What follows belongs to an exercise in optimizing a design on an open flow for small area; a production flow would make more cautious choices. In this exercise RTL edits were held to simulation tests only and were not proved equivalent to the original. Power figures rest on the tool's default switching activity, not on a simulated workload.

[design/flow/run.sh]
#!/bin/bash
# synth_recipe.tcl (not shown) runs the flow's synth.tcl, then flattens the netlist and writes it again
# the make line also repeats each setting of config.mk as NAME=value (left out here)
make -C /OpenROAD-flow-scripts/flow DESIGN_CONFIG=/design/flow/config.mk WORK_HOME=/design/flow/orfs CLKGATE_MAP_FILE= SYNTH_SCRIPT=/design/flow/synth_recipe.tcl finish
[design/flow/config.mk]
export PLATFORM = sky130hd
export DESIGN_NAME = stack
export DESIGN_NICKNAME = stack
export VERILOG_FILES = /design/flow/design.v
export SDC_FILE = /design/flow/constraint.sdc
export NUM_CORES = 4
export LEC_CHECK = 0
export CAP_MARGIN = 20
export CORE_MARGIN = 2
export CORE_UTILIZATION = 40
export SLEW_MARGIN = 20
[design/flow/constraint.sdc]
create_clock -name core_clock -period 10.0 [get_ports {clk}]
set_input_delay 2.0000 -clock core_clock [delete_from_list [all_inputs] [get_ports {clk}]]
set_output_delay 2.0000 -clock core_clock [all_outputs]
set_load 0.01 [all_outputs]
[design/flow/design.v]
module stack( data_input,data_output,read_write,enable,reset,e_flag   ,f_flag,clk);
input [15:0]  data_input;
input read_write, enable,reset,clk;
output reg e_flag,f_flag;    
output reg [15:0] data_output;
reg [15:0] s[0:63];   
reg  [6:0] s_pointer;                
integer a;
always @ (posedge clk)
begin
 if (enable==0);
 else begin
  if (reset==1) 
  begin
  s_pointer= 7'd64;        
  e_flag= s_pointer[6];
  f_flag= 1'b0;
  data_output  = 16'h0;
  for (a=0;a<63;a=a+1)
  begin
   s[a]= 0;
   end
   end
  else if (reset==0) 
  begin
  f_flag = s_pointer? 0:1;
  e_flag = s_pointer[6];
  data_output = 16'h0;
  if (f_flag == 1'b0 && read_write == 1'b0) begin
  s_pointer = s_pointer-1'b1;
  f_flag  = s_pointer? 0:1;
  e_flag = s_pointer[6];
  s[s_pointer[5:0]] = data_input;
  end
  else if (e_flag == 1'b0 && read_write == 1'b1) begin
  data_output  = s[s_pointer[5:0]];
  s[s_pointer[5:0]] = 0;
  s_pointer  = s_pointer+1;
  f_flag  = s_pointer? 0:1;
  e_flag  = s_pointer[6];
  end
 else;
 end
 else;
 end
 end
endmodule
==> impl_metrics.toml, run 1 <==
[outcome]
outcome = "no timing/DRC/antenna violations"

[placed_design]
globalplace.congestion = 0.993
io_buffers = 37
dp_hpwl_mm = 117

[yosys]
synth_compound_area_share_pct = 14.6
yosys.area_share.simple_pct = 7.86
syn_area_per_cell_sq_um = 15.8
muxShareOfSynthArea_pct = 0.205
synth_top_family_by_area = "compound AO/OA/AOI/OAI gates"
synth-edff-count = 1049
syn_area_sq_um = 42000
synth-main-ff-cell = "edfxtp_1"
yosys.area_share.xor_xnor_pct = 0.292
seq_area_frac_synth_pct = 74.9
synth_adder_area_share_pct = 0.179
yosysTopAreaCell = "edfxtp_1"
async_reset_ff_share_pct = 0
ys_top_cells_by_area = "edfxtp_1 (75%), a22oi_1 (4.1%), a22o_1 (2.8%), a221oi_1 (2.7%), nor2_1 (1.3%)"
netlist-cell-type-count = 96
synth_top_area_share_pct = 74.9
yosys_warnings = 2
syn_inst = 2660
synth-seq-cells = 1049

[clocking]
root_buffer = "clkbuf_16"
cts_setup_buffers = 0
cts.repair.resized = 0
postCtsHoldBufs = 0
cts_sinks = 1049
cts.path.max_buffers = 3
cts_tree = "built"
cts_buffers = 102
htreeDepth = 3
clkTransAtPathRegs_ns = 0.06
clk_latency_ns = 0.71

[setup_path]
crit_fanout = 24
worstPathArrival_ns = 6.25
r2r_start = "s_pointer[0]"
ff2ff_setup_slack_ns = 4.21
crit_path_max_incr_delay_ns = 0.90
rr_worst_depth = 11
crit_type = "input port to register"
path_cells = "clkdlybuf4s50_1 > inv_1 > nand2_1 > nand2_1 > inv_1 > nand3_1 > nor2_1 > o31ai_1 > o21ai_2 > buf_4"
r2r_end = "s[14][5]"
cp_slowest_cell = "o21ai_2"
cp_top_family = "buffers and inverters"
cp_data_required_time_ns = 10.40
crit_path_end_kind = "register"
start_kind = "input port"
path_buf_inv = 4
critPathLaunch = "reset"

[global_routing]
grt_pass1_wl_mm = 253
antenna_found_initial = 8
grt_use_met1_pct = 46.1
met2_usage_pct = 49.5
grt_max_degree = 64
grt-ovfl-total = 0
grt-busiest-layer = "met2"
grt_pass1_vias = 27876
met3_usage_pct = 14.8
track_usage_pct = 35.2

[sta]
tns_ns = 0
fin_crit_ns = 5.85
max_freq_mhz = 171
rsz0062_at_grt = "no"
slew_headroom_pct = 15.1
timing.final.crit_share_pct = 58.5
finalHoldViolCount = 0
report.final.slew_viol_count = 0
setup_viol = 0
tightestPinTransition_ns = 1.27
finalClockSkew_ns = 0.0286

[die]
row_count = 118
initial_core_util_pct = 40.4
fp.coreArea_sq_um = 104000
dieArea_sq_um = 108000
io_pins = 38
die_w_microns = 328
die_h_microns = 328

[job]
maxCapViolations = 0

[pwr]
power_leakage_nw = 16.1
p_per_area_nw_per_um2 = 223
peakVddDrop_v = 0.000156
totalPowerFinal_mw = 10.8

[min_path]
hp-start = "s[0][14]"
hold_depth = 2
holdPathEnd = "data_output[14]"
hold_class = "register to register"

[detailed_routing]
drcViolationCount = 0
drt-total-wl_mm = 192
avgViaCountPerCell = 7.13
drtIter0Drc = 6268
wl_per_cell_microns = 45.0
num_vias = 30451
antenna_left = 0
drtPass1Iterations = 6

[final_layout]
layout-drive-gt1-share_pct = 16.7
final_util_pct = 46.6
fin_nets = 2829
area_growth_syn_to_layout_pct = 15.1
## per-layer routing
metal  share of wire (%)  vias up  routed length (microns)
li1                    -    11383                        -
met4                 6.7       14                    13000
met2                  41     3114                    79400
met5               0.042        -                       81
met3                  17      545                    32400
met1                  35    15395                    67300
## stage by stage
step / instance area (sq um) / cells / hold WS (ns) / worst slack, ns
after global placement: 45100 / 4075 / 0.548 / 3.66
final: 48400 / 4270 / 0.593 / 4.15
after CTS: 48300 / 4266 / 0.598 / 4.27
after detailed placement: 45100 / 4077 / 0.556 / 3.56
after global routing: 48400 / 4268 / 0.609 / 4.09
after floorplan: 42000 / 2660 / 0.529 / 4.58
## cells in the mapped netlist (14+ instances only)
master,count
edfxtp_1,1049
a22oi_1,228
nor2_1,149
a22o_1,134
a221oi_1,130
clkbuf_1,108
nand2_1,80
nand4_1,78
nand3_1,75
a21oi_1,74
o21ai_0,63
nor3_1,42
buf_2,33
and3_1,25
nor4_1,24
and2_1,20
a31oi_1,18
nand2b_1,15
o221ai_1,14
## layout by cell type (no fill, tap or decap), types with 22 or more instances in the layout
master,netlist,routed
a21oi_1,74,73
a221oi_1,130,130
a22o_1,134,134
a22oi_1,228,228
buf_4,2,164
clkbuf_1,108,24
clkbuf_16,0,103
clkdlybuf4s50_1,0,36
clkinv_1,0,28
edfxtp_1,1049,1049
nand2_1,80,78
nand3_1,75,73
nand4_1,78,78
nor2_1,149,87
nor2_2,3,50
nor3_1,42,42
nor4_1,24,22
o21ai_0,63,56
## kinds of logic (layout without fill, tap and decap cells)
logic type,after synthesis,after routing
AO/OA/AOI/OAI,804,804
XOR/XNOR,14,14
adder cells (fa/ha/maj),6,6
buffers and inverters,174,402
flip-flops,1049,1049
multiplexers,7,7
other,0,2
AND/OR/NAND/NOR,606,606
## registers in the layout, summed over array words and instances, names as in the netlist
signal       cells
s             1024
data_output     16
s_pointer        7
e_flag           1
f_flag           1
## worst min-delay path: stages (launching register included)
cell and delay [ns]:
edfxtp_1 0.33, nand3_1 0.06, nand3_1 0.08
## how the worst max path moves through the flow
stage	end	cells past startpoint
2_1_floorplan	s[38][0]	6
3_3_place_gp	s[14][4]	10
3_5_place_dp	s[14][5]	10
4_1_cts	s[14][5]	10
5_1_grt	s[14][14]	10
6_report	s[14][5]	10
## power by group
part	switching, mW	internal, mW	leakage [nW]
Sequential	0.151	5.45	10.6
Combinational	1.17	0.260	4.00
Clock	1.70	2.06	1.52
Total	3.02	7.77	16.1
## cell type report
| type | instances | area [sq um] |
|---|---|---|
| diodes | 2 | 5.00 |
| fillers | 8930 | 55500 |
| multi-input cells | 1437 | 10300 |
| clock buffers | 127 | 2670 |
| flip-flops and latches | 1049 | 31500 |
| repair buffers | 204 | 1650 |
| inverters | 9 | 33.8 |
| well taps | 1380 | 1730 |
| clock inverters | 62 | 534 |
==> run 2: changes to the inputs <==
==> design/flow/design.v (replaced) <==
module stack(data_input, data_output, read_write, enable, reset, e_flag, f_flag, clk);
input  [15:0] data_input;
input         read_write, enable, reset, clk;
output reg        e_flag, f_flag;
output reg [15:0] data_output;
reg [15:0] s [0:63];
reg  [5:0] p;
wire push = enable & ~reset & ~read_write & ~f_flag;
wire pop  = enable & ~reset &  read_write & ~e_flag;
wire [63:0] we;     
wire [63:0] rsel;   
stack_dec u_dec (.p(p), .push(push), .we(we), .rsel(rsel));
wire [15:0] rd;
genvar b;
generate
  for (b = 0; b < 16; b = b + 1) begin : g_rd
    wire [63:0] col;
    genvar r;
    for (r = 0; r < 64; r = r + 1) begin : g_col
      assign col[r] = s[r][b];
    end
    stack_rd64 u_rd (.d(col), .sel(rsel), .y(rd[b]));
  end
endgenerate
integer i;
always @(posedge clk)
  for (i = 0; i < 64; i = i + 1)
    if (we[i])
      s[i] <= data_input;
always @(posedge clk)
  if (enable)
    data_output <= rd;
always @(posedge clk) begin
  if (enable) begin
    if (reset) begin
      p      <= 6'd0;
      e_flag <= 1'b1;
      f_flag <= 1'b0;
    end else if (push) begin
      p      <= p + 6'd1;
      e_flag <= 1'b0;
      f_flag <= (p == 6'd63);
    end else if (pop) begin
      p      <= p - 6'd1;
      e_flag <= (p == 6'd1);
      f_flag <= 1'b0;
    end
  end
end
endmodule
module stack_dec(p, push, we, rsel);
input  [5:0]  p;
input         push;
output [63:0] we;
output [63:0] rsel;
wire [7:0] lo_n, hi_n, hiw_n;
genvar k;
generate
  for (k = 0; k < 8; k = k + 1) begin : g_pre
    assign lo_n[k]  = ~(p[2:0] == k);
    assign hi_n[k]  = ~(p[5:3] == k);
    assign hiw_n[k] = ~(push & (p[5:3] == k));
  end
  for (k = 0; k < 64; k = k + 1) begin : g_row
    assign we[k]              = ~(lo_n[k % 8] | hiw_n[k / 8]);
    assign rsel[(k + 63) % 64] = ~(lo_n[k % 8] | hi_n[k / 8]);
  end
endgenerate
endmodule
module stack_rd64(d, sel, y);
input  [63:0] d;
input  [63:0] sel;
output        y;
wire [21:0] t_n;    
genvar k;
generate
  for (k = 0; k < 21; k = k + 1) begin : g_ao
    stack_aoi222 u (.a(d[3*k +: 3]), .s(sel[3*k +: 3]), .y_n(t_n[k]));
  end
endgenerate
stack_nand2 u_last (.a(d[63]), .b(sel[63]), .y(t_n[21]));
wire [5:0] u;       
stack_nand4 u_n0 (.a(t_n[3:0]),   .y(u[0]));
stack_nand4 u_n1 (.a(t_n[7:4]),   .y(u[1]));
stack_nand4 u_n2 (.a(t_n[11:8]),  .y(u[2]));
stack_nand4 u_n3 (.a(t_n[15:12]), .y(u[3]));
stack_nand4 u_n4 (.a(t_n[19:16]), .y(u[4]));
stack_nand2 u_n5 (.a(t_n[20]), .b(t_n[21]), .y(u[5]));
wire [1:0] v_n;
stack_nor3 u_o0 (.a(u[2:0]), .y(v_n[0]));
stack_nor3 u_o1 (.a(u[5:3]), .y(v_n[1]));
stack_nand2 u_y (.a(v_n[0]), .b(v_n[1]), .y(y));
endmodule
module stack_aoi222(a, s, y_n);
input  [2:0] a, s;
output       y_n;
assign y_n = ~((a[0] & s[0]) | (a[1] & s[1]) | (a[2] & s[2]));
endmodule
module stack_nand4(a, y);
input  [3:0] a;
output       y;
assign y = ~&a;
endmodule
module stack_nand2(a, b, y);
input  a, b;
output y;
assign y = ~(a & b);
endmodule
module stack_nor3(a, y);
input  [2:0] a;
output       y;
assign y = ~|a;
endmodule
--- a/design/flow/config.mk
+++ b/design/flow/config.mk
@@ -9,3 +9,8 @@
 export CORE_MARGIN = 2
-export CORE_UTILIZATION = 40
+export CORE_UTILIZATION = 65
+export CTS_BUF_LIST = sky130_fd_sc_hd__clkbuf_4 sky130_fd_sc_hd__clkbuf_8
+export CTS_CLUSTER_SIZE = 30
+export PLACE_DENSITY = 0.75
 export SLEW_MARGIN = 20
+export SYNTH_HIERARCHICAL = 1
+export SYNTH_MINIMUM_KEEP_SIZE = 0
==> impl_metrics.toml, run 2 <==
[placed_design]
placedCellCount = 2569
post-place-ws_ns = 3.74
globalplace.congestion = 0.903
io_buffers = 37
dp_hpwl_mm = 56.0

[global_routing]
grt_max_degree = 65
grt_pass1_wl_mm = 138
grt-ovfl-total = 0
antenna_found_initial = 1
track_usage_pct = 33.3
grt_pass1_vias = 19601

[detailed_routing]
wl_per_cell_microns = 34.2
drcViolationCount = 0
drt-total-wl_mm = 97.4
drtPass1Iterations = 19
avgViaCountPerCell = 7.42
drtIter0Drc = 6406
antenna_left = 0
num_vias = 21163

[yosys]
netlist-cell-type-count = 38
yosys_warnings = 8
synth-edff-count = 1048
syn_area_sq_um = 37000
syn_inst = 1759
synth-main-ff-cell = "edfxtp_1"
ys_top_cells_by_area = "edfxtp_1 (85%), a222oi_1 (9.1%), nand4_1 (1.4%), nor2_1 (1.3%), nor3_2 (0.89%)"
synthTopCellsByCount = "edfxtp_1 (1048), a222oi_1 (336), nor2_1 (126), nand4_1 (82), nand2_1 (48)"
yosys.cell_count.top_type = "edfxtp_1"
synth_top_area_share_pct = 85.0
async_reset_ff_share_pct = 0
seq_area_frac_synth_pct = 85.0
yosysTopAreaCell = "edfxtp_1"
synth-seq-cells = 1048
syn_area_per_cell_sq_um = 21.0

[sta]
tns_ns = 0
report.final.slew_viol_count = 0
finalHoldViolCount = 0
rsz0062_at_grt = "no"
fin_crit_ns = 5.33
tightestPinTransition_ns = 1.25
max_freq_mhz = 188
timing.final.crit_share_pct = 53.3
setup_viol = 0
finalClockSkew_ns = 0.0400
setup_ws_ns = 4.67
slew_headroom_pct = 16.3

[setup_path]
worstPathArrival_ns = 5.77
crit_fanout = 17
crit_path_end_kind = "register"
cp_data_required_time_ns = 10.44
crit_type = "input port to register"
start_kind = "input port"

[final_layout]
largest_register_ffs = 1024
antenna_cells = 0
final_cell_count_no_fill = 2853
num-fill-cells = 3163
area_growth_syn_to_layout_pct = 12.4
layout-drive-gt1-share_pct = 19.4
most-common-layout-cells = "edfxtp_1 (1048), a222oi_1 (336), clkbuf_8 (162), nand4_1 (82), nor2_1 (76)"
final_common_cell = "edfxtp_1"
fin_nets = 1996

[clocking]
cts_tree = "built"
cts_setup_buffers = 0
cts.repair.resized = 0
htreeDepth = 4
cts.path.max_buffers = 3
postCtsHoldBufs = 0
cts_buffers = 157
root_buffer = "clkbuf_8"
clk_latency_ns = 0.81
cts_sinks = 1048
clkTransAtPathRegs_ns = 0.06

[min_path]
hold_class = "register to register"

[job]
maxCapViolations = 0

[die]
io_pins = 38
fp.coreArea_sq_um = 56400
die_w_microns = 243
row_count = 87
dieArea_sq_um = 58900
die_h_microns = 243
initial_core_util_pct = 65.6

[outcome]
outcome = "no timing/DRC/antenna violations"

[pwr]
power_leakage_nw = 12.9
p_per_area_nw_per_um2 = 207
peakVddDrop_v = 0.000153
==> run 2: final cells by class <==
type | instances | area [sq um] | area share [%]
Sequential cell | 1048 | 31500 | 75.6
Clock buffer | 207 | 2570 | 6.17
Clock inverter | 76 | 507 | 1.22
Multi-Input combinational cell | 680 | 5470 | 13.1
Timing Repair Buffer | 83 | 641 | 1.54
Tap cell | 756 | 946 | 2.27
Inverter | 3 | 11.3 | 0.0271
==> run 2: power breakdown <==
group / switching, mW / internal (mW) / leakage (nW)
registers: 0.0161 / 4.86 / 9.44
clock network: 1.57 / 1.83 / 1.62
logic: 0.257 / 0.0778 / 1.87
total: 1.85 / 6.77 / 12.9
==> run 2: worst max-delay path, cell delays in order <==
cell	delay, ns
clkdlybuf4s50_1	0.65
nor4b_4	0.89
nand4b_1	1.13
nor2_2	1.09
==> run 2: per-stage QoR <==
| stage | power, mW | hold WS [ns] | area, sq um | utilization (%) |
|---|---|---|---|---|
| final | 8.61 | 0.648 | 41600 | 73.8 |
| after global routing | 8.84 | 0.672 | 41600 | 73.8 |
| after CTS | 8.62 | 0.644 | 41500 | 73.6 |
| after detailed placement | 5.29 | 0.626 | 38400 | 68.1 |
| after global placement | 5.28 | 0.617 | 38400 | 68.1 |
| after floorplan | 5.07 | 0.576 | 37000 | - |
==> run 2: per-module statistics from Yosys (local to each module, per instance), excerpt <==
module / flip-flops and latches / cells / copies in the design / cell area, sq um
stack_aoi222: 0 / 1 / 336 / 10.0
stack_nand2: 0 / 1 / 48 / 3.75
stack_dec: 0 / 179 / 1 / 877
stack: 1048 / 1084 / 1 / 31800
stack_nor3: 0 / 1 / 32 / 10.0
stack_nand4: 0 / 1 / 80 / 6.26
==> run 2: cells by family after synthesis <==
family,after synthesis,synth area share [%]
AOI/OAI and AO/OA,343,9.25
xor gates and xnor gates,1,0.0237
adders and majority gates,3,0.101
buffers and inverters,31,0.541
DFF,1048,85.0
muxes,3,0.0947
and+or+nand+nor,330,4.95
==> run 2: layer usage <==
metal / up-vias / share of wire (%) / routed length [microns] / GRT usage (%)
met2: 2130 / 45 / 43500 / 47.4
met4: 2 / 3.1 / 3040 / 12.5
met1: 10304 / 36 / 34700 / 49.3
met5: - / 0.013 / 13 / 0
li1: 8494 / - / - / -
met3: 233 / 17 / 16200 / 10.4
==> run 2: worst paths after layout <==
check                           startpoint              to  slack (ns)  cells past startpoint
worst max-delay path                 reset       s[29][11]        4.67                      4
worst min-delay path              s[63][0]  data_output[0]        0.65                      4
worst max register to register        p[2]  data_output[1]        5.74                      6
worst min register to register    s[63][0]  data_output[0]        0.65                      4
==> run 3: changes to the inputs <==
--- a/design/flow/design.v
+++ b/design/flow/design.v
@@ -56,14 +56,28 @@
 wire [7:0] lo_n, hi_n, hiw_n;
+stack_pre3 u_lo  (.a(p[2:0]), .en(1'b1), .y_n(lo_n));
+stack_pre3 u_hi  (.a(p[5:3]), .en(1'b1), .y_n(hi_n));
+stack_pre3 u_hiw (.a(p[5:3]), .en(push), .y_n(hiw_n));
 genvar k;
 generate
-  for (k = 0; k < 8; k = k + 1) begin : g_pre
-    assign lo_n[k]  = ~(p[2:0] == k);
-    assign hi_n[k]  = ~(p[5:3] == k);
-    assign hiw_n[k] = ~(push & (p[5:3] == k));
-  end
   for (k = 0; k < 64; k = k + 1) begin : g_row
-    assign we[k]              = ~(lo_n[k % 8] | hiw_n[k / 8]);
-    assign rsel[(k + 63) % 64] = ~(lo_n[k % 8] | hi_n[k / 8]);
+    stack_nor2 u_we (.a(lo_n[k % 8]), .b(hiw_n[k / 8]), .y(we[k]));
+    stack_nor2 u_rd (.a(lo_n[k % 8]), .b(hi_n[k / 8]), .y(rsel[(k + 63) % 64]));
   end
 endgenerate
+endmodule
+module stack_pre3(a, en, y_n);
+input  [2:0] a;
+input        en;
+output [7:0] y_n;
+genvar k;
+generate
+  for (k = 0; k < 8; k = k + 1) begin : g
+    assign y_n[k] = ~(en & (a == k));
+  end
+endgenerate
+endmodule
+module stack_nor2(a, b, y);
+input  a, b;
+output y;
+assign y = ~(a | b);
 endmodule
@@ -88,6 +102,7 @@
 stack_nand2 u_n5 (.a(t_n[20]), .b(t_n[21]), .y(u[5]));
-wire [1:0] v_n;
-stack_nor3 u_o0 (.a(u[2:0]), .y(v_n[0]));
-stack_nor3 u_o1 (.a(u[5:3]), .y(v_n[1]));
-stack_nand2 u_y (.a(v_n[0]), .b(v_n[1]), .y(y));
+wire [2:0] v_n;
+stack_nor2 u_o0 (.a(u[0]), .b(u[1]), .y(v_n[0]));
+stack_nor2 u_o1 (.a(u[2]), .b(u[3]), .y(v_n[1]));
+stack_nor2 u_o2 (.a(u[4]), .b(u[5]), .y(v_n[2]));
+stack_nand3 u_y (.a(v_n), .y(y));
 endmodule
@@ -108,6 +123,6 @@
 endmodule
-module stack_nor3(a, y);
+module stack_nand3(a, y);
 input  [2:0] a;
 output       y;
-assign y = ~|a;
+assign y = ~&a;
 endmodule
--- a/design/flow/config.mk
+++ b/design/flow/config.mk
@@ -10,3 +10,3 @@
 export CORE_UTILIZATION = 65
-export CTS_BUF_LIST = sky130_fd_sc_hd__clkbuf_4 sky130_fd_sc_hd__clkbuf_8
+export CTS_CLUSTER_DIAMETER = 100
 export CTS_CLUSTER_SIZE = 30
==> impl_metrics.toml, run 3 <==
[pwr]
switching_share_pct = 19.4
p_per_area_nw_per_um2 = 176
netSwitchingPower_mw = 1.36
peakVddDrop_v = 0.000131
p_clk_share_pct = 27.4
pwr-share-seq_pct = 69.6
combPwrFrac_pct = 3.0
totalPowerFinal_mw = 6.98
internal-power_mw = 5.62
power_leakage_nw = 11.9

[sta]
timing.final.crit_share_pct = 56.8
tns_ns = 0
slew_headroom_pct = 22.4
finalClockSkew_ns = 0.0226
setup_viol = 0
fin_crit_ns = 5.68
hold_ws_ns = 0.669
tightestPinTransition_ns = 1.16
finalHoldViolCount = 0
report.final.slew_viol_count = 0
max_freq_mhz = 176
rsz0062_at_grt = "no"

[global_routing]
grt_pass1_wl_mm = 133
grt-ovfl-total = 0
track_usage_pct = 32.1
antenna_found_initial = 2
grt_max_degree = 65
grt_pass1_vias = 18831

[setup_path]
crit_type = "input port to register"
crit_fanout = 18
start_kind = "input port"
worstPathArrival_ns = 6.01
critPathLaunch = "enable"
r2r_start = "p[4]"
cp_data_required_time_ns = 10.32
crit_path_end_kind = "register"

[clocking]
cts.repair.resized = 0
postCtsHoldBufs = 0
root_buffer = "clkbuf_16"
clk_latency_ns = 0.61
clkTransAtPathRegs_ns = 0.11
htreeDepth = 2
cts.path.max_buffers = 3
cts_sinks = 1048
cts_buffers = 40
cts_setup_buffers = 0
cts_tree = "built"

[detailed_routing]
num_vias = 20485
drtIter0Drc = 5610
drcViolationCount = 0
wl_per_cell_microns = 35.6
antenna_left = 0
avgViaCountPerCell = 7.72
drtPass1Iterations = 15
drt-total-wl_mm = 94.4

[die]
initial_core_util_pct = 65.4
row_count = 87
fp.coreArea_sq_um = 56200
die_w_microns = 242
dieArea_sq_um = 58400
io_pins = 38
die_h_microns = 242

[yosys]
synthTopCellsByCount = "edfxtp_1 (1048), a222oi_1 (336), nor2_1 (181), nand4_1 (84), nand2_1 (32)"
synth_top_area_share_pct = 85.7
synth-edff-count = 1048
synth_top_family_by_area = "compound AO/OA/AOI/OAI gates"
synth_compound_area_share_pct = 9.32
syn_inst = 1749
syn_area_per_cell_sq_um = 21.0
yosys.area_share.simple_pct = 4.68
synth_adder_area_share_pct = 0.102
muxShareOfSynthArea_pct = 0.0954
seq_area_frac_synth_pct = 85.7
syn_area_sq_um = 36700
synth-seq-cells = 1048
async_reset_ff_share_pct = 0
yosysTopAreaCell = "edfxtp_1"
netlist-cell-type-count = 30
synth-main-ff-cell = "edfxtp_1"
yosys.area_share.xor_xnor_pct = 0.0239
yosys.cell_count.top_type = "edfxtp_1"
yosys_warnings = 8
ys_top_cells_by_area = "edfxtp_1 (86%), a222oi_1 (9.2%), nor2_1 (1.9%), nand4_1 (1.4%), nand2_1 (0.33%)"

[final_layout]
layout-drive-gt1-share_pct = 9.38
num-fill-cells = 3434
most-common-layout-cells = "edfxtp_1 (1048), a222oi_1 (336), nor2_1 (127), nand4_1 (84)"
antenna_cells = 0
area_growth_syn_to_layout_pct = 7.84
final_area_sq_um = 39600
final_util_pct = 70.5
final_common_cell = "edfxtp_1"
fin_nets = 1920
largest_register_ffs = 1024

[min_path]
hp-start = "s[63][11]"
hold_class = "register to register"

[placed_design]
globalplace.congestion = 0.999
dp_hpwl_mm = 54.6
placed_cell_area_sq_um = 38400
io_buffers = 37

[outcome]
outcome = "no timing/DRC/antenna violations"

[job]
maxCapViolations = 0
[run 3: cell types whose count changed after synthesis, moves of 5 or more]
cell	previous run	this run
nor2_1	126	181
nor3_2	33	1
nand2_1	48	32
nand3_1	5	19
buf_2	10	0
buf_6	9	1
clkbuf_1	8	0
nor2_2	7	0
nand3b_1	6	0
nand4b_1	3	9
nand4bb_1	3	9
or3b_1	5	0
[run 3: metal layers]
layer,track usage (%),share of wire (%),vias to the layer above
li1,-,-,8207
met1,49.4,36,10043
met2,46.4,44,2034
met3,7.14,16,199
met4,11.3,3.9,2
met5,0,0.012,-
[run 3: critical path, cell delays in order]
cell and delay [ns]:
clkdlybuf4s50_1 1.08, nor4b_4 0.86, buf_4 0.36, nand4bb_1 0.59, nor2_1 0.80, buf_4 0.30
[run 3: power by group through the flow]
stage | clock [mW] | sequential (mW) | combinational (mW)
floorplan | 0 | 4.95 | 0.0419
global placement | 0 | 4.95 | 0.200
detailed placement | 0 | 4.95 | 0.204
CTS | 1.93 | 4.85 | 0.204
global route | 2.06 | 4.86 | 0.216
finish | 1.91 | 4.85 | 0.211
[run 3: worst paths after layout]
check | endpoint | depth (start not counted) | slack [ns]
min | data_output[11] | 4 | 0.67
max | s[17][4] | 6 | 4.32
min reg2reg | data_output[11] | 4 | 0.67
max reg2reg | data_output[8] | 7 | 5.95
[run 3: area by class of cell]
type / instances / area, sq um / area share [%]
clock inverter: 1 / 3.75 / 0.00948
sequential: 1048 / 31500 / 79.5
timing repair buffer: 92 / 707 / 1.79
inverter: 3 / 11.3 / 0.0284
tap: 756 / 946 / 2.39
clock buffer: 41 / 1030 / 2.59
multi-input combinational: 712 / 5440 / 13.7
[run 3: through the flow]
stage,setup slack (ns),std cells
after CTS,4.26,2652
after global routing,4.21,2653
after detailed placement,3.61,2610
after global placement,3.71,2605
after floorplan,5.52,1764
final,4.32,2653
[run 3: cells by family after synthesis]
| group | after synthesis |
|---|---|
| XOR/XNOR | 1 |
| AND/OR/NAND/NOR | 346 |
| other | 1 |
| adder cells (fa/ha/maj) | 3 |
| multiplexers | 3 |
| flip-flops | 1048 |
| AO/OA/AOI/OAI | 343 |
| buffers and inverters | 4 |
[run 3: Yosys stat by module (local to each module, per instance), excerpt]
| module | cells inside | cell area, sq um | copies in the design | flip-flops and latches |
|---|---|---|---|---|
| stack | 1084 | 31800 | 1 | 1048 |
| stack_pre3 | 8 | 76.3 | 3 | 0 |
| stack_aoi222 | 1 | 10.0 | 336 | 0 |
| stack_nand4 | 1 | 6.26 | 80 | 0 |
| stack_nand3 | 1 | 5.00 | 16 | 0 |
| stack_dec | 1 | 3.75 | 1 | 0 |
| stack_nand2 | 1 | 3.75 | 32 | 0 |
| stack_nor2 | 1 | 3.75 | 176 | 0 |

[re-timing with driven ports]
No port has a modelled driver above. Below, the same layouts with a new extraction and two added sets of constraints.
Step 1 sets driving cells, clkbuf_16 on the clock port and buf_2 on the other inputs (assumed; they add their load-dependent delay and slew).
Step 2, shift: input delay + t, output delay - t, t = (earliest + latest rising clock arrival at the registers) / 2. This alone moves slack from input paths to output paths.
Slacks: ideal / step 1 / step 2; pairs: ideal / step 1.
run	t, ns	setup slack, ns	clock arrival spread, ns	slew at the worst register clock pin (ns)	worst data-port slew with drivers (ns)
run 1	0.764	4.145 / 4.192 / 3.428	0.031 / 0.030	0.07 / 0.07	0.06
run 2	0.849	4.667 / 4.652 / 3.803	0.040 / 0.040	0.07 / 0.07	0.10
run 3	0.664	4.318 / 4.358 / 3.694	0.028 / 0.028	0.11 / 0.11	0.03
After both steps setup and hold are still met in every run listed. The setup slack of run 2, which loses most, moves by -0.015 ns with the drivers and by -0.864 ns with both steps.
